Background: an optimization exercise with open tools, aiming at small area. Do not read the settings as production practice.
In this exercise RTL edits were held to simulation tests only and were not proved equivalent to the original.
Power figures rest on the tool's default switching activity, not on a simulated workload.

==> inputs of run D <==
// pong16
module pong16 (sys_clk,
               rst_n,
               dm_sel,
               ramadr,
               ramwe,
               ramre,
               dbus_in,
               vid_sync_o,
               vid_o,
               audio_o
              );
input            sys_clk;
input            rst_n;
input wire       dm_sel;
input wire       ramwe;
input wire       ramre;
input wire [7:0] ramadr;
input [7:0]      dbus_in;
output      vid_sync_o;
output      vid_o;
output      audio_o;
localparam PAD0_ADDR  = 8'hE0;
localparam PAD1_ADDR  = 8'hE1;
localparam PNGCR_ADDR = 8'hE2;
wire vid_sync;
wire vid;
reg vid_sync_o;
reg vid_o;
reg[7:0]  PAD0;
reg[7:0]  PAD1;
reg       DEMO_MODE;
reg[3:0]  serv_ball_cnt;
reg[3:0]  game_rst_cnt;
reg       speed2;
wire wsel = dm_sel & ramwe & (ramadr[7:2] == 6'b111000);
wire pad0_we  = wsel & (ramadr[1:0] == 2'd0);
wire pad1_we  = wsel & (ramadr[1:0] == 2'd1);
wire pngcr_we = wsel & (ramadr[1:0] == 2'd2);
always @(posedge sys_clk) begin
  if(!rst_n)       PAD0 <= 100;
  else if(pad0_we) PAD0 <= dbus_in;
end
always @(posedge sys_clk) begin
  if(!rst_n)       PAD1 <= 100;
  else if(pad1_we) PAD1 <= dbus_in;
end
localparam PULSE_START = 4'd6;
localparam PULSE_LAST  = 4'd8;
wire serv_ball = |serv_ball_cnt;
always @(posedge sys_clk) begin
  if(!rst_n)                      serv_ball_cnt <= 4'd0;
  else if(pngcr_we && dbus_in[1]) serv_ball_cnt <= PULSE_START;
  else                            serv_ball_cnt <= {serv_ball_cnt[2:0], (serv_ball_cnt[3] ^ serv_ball_cnt[2]) & (serv_ball_cnt != PULSE_LAST)};
end
wire game_rst = |game_rst_cnt;
always @(posedge sys_clk) begin
  if(!rst_n)                      game_rst_cnt <= 4'd0;
  else if(pngcr_we && dbus_in[0]) game_rst_cnt <= PULSE_START;
  else                            game_rst_cnt <= {game_rst_cnt[2:0], (game_rst_cnt[3] ^ game_rst_cnt[2]) & (game_rst_cnt != PULSE_LAST)};
end
always @(posedge sys_clk) begin
  if(!rst_n) begin
     speed2    <= 1'b0;
     DEMO_MODE <= 1'b1;
  end else if(pngcr_we) begin
     speed2    <= dbus_in[4];
     DEMO_MODE <= dbus_in[7];
  end
end
localparam CNT_START = 10'd732;
  ...
clock: 10.0 ns
lec_check: 0
cap_margin: 5
core_margin: 2
core_utilization: 55
slew_margin: 5
standard.sh (not shown) runs the stock make flow with config.mk's settings and CLKGATE_MAP_FILE= SYNTH_SCRIPT=/design/flow/synth_recipe.tcl, a recipe that flattens the netlist after the stock synthesis.
==> flow/flow/run.sh <==
#!/bin/bash
# Layout flow: the standard synthesis, then the combinational logic
# re-mapped by ABC for area (the registers, their names and cell types are
# left as the standard synthesis made them; of a few area-mapping scripts the
# one with the smallest cell area is kept), then the standard layout with
# smaller port buffers and a clock tree of clkbuf_4 without dummy loads.
set -euo pipefail
W=$(pwd)
R=$W/orfs/results/$FLOW_PLATFORM/pong16/base
LIB=$FLOW_HOME/platforms/$FLOW_PLATFORM/lib/sky130_fd_sc_hd__tt_025C_1v80.lib
YOSYS=$FLOW_HOME/../tools/install/yosys/bin/yosys
[ -x "$YOSYS" ] || YOSYS=$(command -v yosys)

# 1. standard synthesis
bash standard.sh "$R/1_2_yosys.v" > "$W/flow_synth.log" 2>&1

# 2. re-map the combinational logic
DONT=$(sed -n '/DONT_USE_CELLS += /,/^$/p' "$FLOW_HOME/platforms/$FLOW_PLATFORM/config.mk" \
       | grep -o 'sky130_fd_sc_hd__[a-z0-9_]*' | sed 's/^/-dont_use /' | tr '\n' ' ')
FLOPS=$(grep -o '^ *sky130_fd_sc_hd__[a-z0-9_]*' "$R/1_2_yosys.v" | sort -u | grep -E 'df|dl|sdf|edf' | tr '\n' ' ')
cp "$R/1_2_yosys.v" "$W/std_synth.v"
best=""; best_area=""
i=0
for SCRIPT in "strash;dch,-f;amap,-F,2;topo" \
              "strash;dch,-f;amap,-F,2,-E,0;topo" \
              "strash;dc2;dch,-f;amap,-F,2;topo" \
              "strash;balance;rewrite,-z;refactor,-z;rewrite,-z;dch,-f;amap,-F,2;topo"; do
  i=$((i+1))
  sed -e "s#@LIB@#$LIB#g" -e "s#@DONT@#$DONT#g" -e "s#@FLOPS@#$FLOPS#g" \
      -e "s#@IN@#$W/std_synth.v#g" -e "s#@OUT@#$W/reabc_$i.v#g" -e "s#@TOP@#$FLOW_TOP#g" \
      -e "s#@SCRIPT@#$SCRIPT#g" -e "s#@STAT@#reabc_stat_$i.txt#g" \
      "$W/flow/reabc.ys.in" > "$W/reabc_$i.ys"
  if "$YOSYS" -s "$W/reabc_$i.ys" > "$W/flow_reabc_$i.log" 2>&1; then
    a=$(awk '/Chip area for module/ {print $NF}' "$W/reabc_stat_$i.txt")
    echo "script $i ($SCRIPT): area $a" >> "$W/flow_reabc_choice.log"
    if [ -z "$best_area" ] || awk -v a="$a" -v b="$best_area" 'BEGIN{exit !(a<b)}'; then
      best=$i; best_area=$a
    fi
  fi
done
echo "kept script $best: area $best_area" >> "$W/flow_reabc_choice.log"
cp "$W/reabc_$best.v" "$R/1_2_yosys.v"

# 3. the rest of the standard layout
export BUFFER_PORTS_ARGS="-buffer_cell sky130_fd_sc_hd__buf_1"
export CTS_ARGS="-sink_clustering_enable -repair_clock_nets -sink_clustering_size 18 -sink_clustering_max_diameter 60 -buf_list sky130_fd_sc_hd__clkbuf_8 -dont_use_dummy_load"
bash standard.sh "$@" > "$W/flow_layout.log" 2>&1
Other scripts of this flow, unchanged in this note and not shown: flow/flow/reabc.ys.in
==> inputs of run B, as changes to run D <==
--- a/flow/design.v
+++ b/flow/design.v
@@ -352,38 +352,37 @@
   rst_n4 <= rst_n3;
   rst_n3 <= rst_n2;
   rst_n2 <= rst_n1;
   rst_n1 <= rst_n;
 end
 wire end_rst = rst_n3 & ~rst_n4;
 reg  sof;
 always @(posedge clk) sof <= vid_time && xstart && (y == 8'd0);
-reg [7:0] pc0, pc1;
+reg [7:0] pl0, pl1;
+reg       ps0, ps1;
 always @(posedge clk) begin
    if (sof) begin
-      pc0 <= padl0;
-      pc1 <= padl1;
+      if (padl0 <= 17)       begin pl0 <= 8'd17;  ps0 <= 1'b1; end
+      else if (padl0 <= 228) begin pl0 <= padl0;  ps0 <= 1'b0; end
+      else                   begin pl0 <= 8'd229; ps0 <= 1'b1; end
+      if (padl1 <= 17)       begin pl1 <= 8'd17;  ps1 <= 1'b1; end
+      else if (padl1 <= 228) begin pl1 <= padl1;  ps1 <= 1'b0; end
+      else                   begin pl1 <= 8'd229; ps1 <= 1'b1; end
    end
 end
-function [8:0] clamp;    
-   input [7:0] v;
-   clamp = (v <= 17) ? {1'b1, 8'd17} : (v <= 228) ? {1'b0, v} : {1'b1, 8'd229};
-endfunction
-wire [7:0] plb;
-wire       psb;
-assign {psb, plb} = clamp(ballx[7] ? pc1 : pc0);
+wire [7:0] plb = ballx[7] ? pl1 : pl0;
+wire       psb = ballx[7] ? ps1 : ps0;
 wire [8:0] bd  = {1'b0, bally} - {1'b0, plb};
 wire hit  = ~bd[8] && (bd[7:4] == 4'd0) && !(psb && bd[3:0] == 4'd15);
 wire top  = ~bd[8] && (bd[7:0] <= 8'd4);
 wire bot  = hit && (bd[3:0] >= 4'd11);
 wire [1:0] hdir = top ? DIR_UP : bot ? DIR_DOWN : DIR_STR;
-wire [7:0] ply;
-wire       psy;
-assign {psy, ply} = clamp(x[7] ? pc1 : pc0);
+wire [7:0] ply = x[7] ? pl1 : pl0;
+wire       psy = x[7] ? ps1 : ps0;
 wire [8:0] yd  = {1'b0, y} - {1'b0, ply};
 wire yin = ~yd[8] && (yd[7:4] == 4'd0) && !(psy && yd[3:0] == 4'd15);
 always @(posedge clk) begin
    if(!rst_n) begin
        GO_GAME <= 0;
    end else if (serv_ball) begin
        GO_GAME <= 1'b1;
    end else if (stop_game) begin
--- a/flow/flow/run.sh
+++ b/flow/flow/run.sh
@@ -38,10 +38,10 @@
     fi
   fi
 done
 echo "kept script $best: area $best_area" >> "$W/flow_reabc_choice.log"
 cp "$W/reabc_$best.v" "$R/1_2_yosys.v"
 
 # 3. the rest of the standard layout
 export BUFFER_PORTS_ARGS="-buffer_cell sky130_fd_sc_hd__buf_1"
-export CTS_ARGS="-sink_clustering_enable -repair_clock_nets -sink_clustering_size 18 -sink_clustering_max_diameter 60 -buf_list sky130_fd_sc_hd__clkbuf_8 -dont_use_dummy_load"
+export CTS_ARGS="-sink_clustering_enable -repair_clock_nets -sink_clustering_size 10 -sink_clustering_max_diameter 50 -buf_list sky130_fd_sc_hd__clkbuf_4 -dont_use_dummy_load"
 bash standard.sh "$@" > "$W/flow_layout.log" 2>&1
==> notes <==
- Against run D, the clock skew of run B is lower by 0.013 ns.
- Against run B, the count of clock-buffer cells in the layout of run D is lower by 12.
- Of run D and run B, run D has the higher combinational power (gap about 20%, measured against run B).
- Run D produced a clean layout. Run B completed with no timing, DRC or antenna violations.
- Register-to-register slack: run D is worse than run B (1.0 ns).

==> static timing again, ports no longer ideal <==
The results above use ideal ports. As a check the final layouts listed here were re-extracted and re-timed, cells and wires unchanged. Step 1, drivers: a clkbuf_16 drives sys_clk and a buf_2 each remaining input, both assumed. Step 2, shift: input delay + t, output delay - t, t = (earliest + latest rising clock arrival at the registers) / 2. This alone moves slack from input paths to output paths. a / b / c = ideal ports / drivers / drivers and shift; a / b = the first two.
| run | shift t [ns] | setup WS [ns] | worst data-port slew with drivers (ns) | cell pins on the clock port's net |
|---|---|---|---|---|
| run D | 0.613 | 4.605 / 4.605 / 4.605 | 0.03 | 1 |
| run B | 0.674 | 5.608 / 5.608 / 5.608 | 0.03 | 1 |
After both steps setup and hold are still met in every run listed.
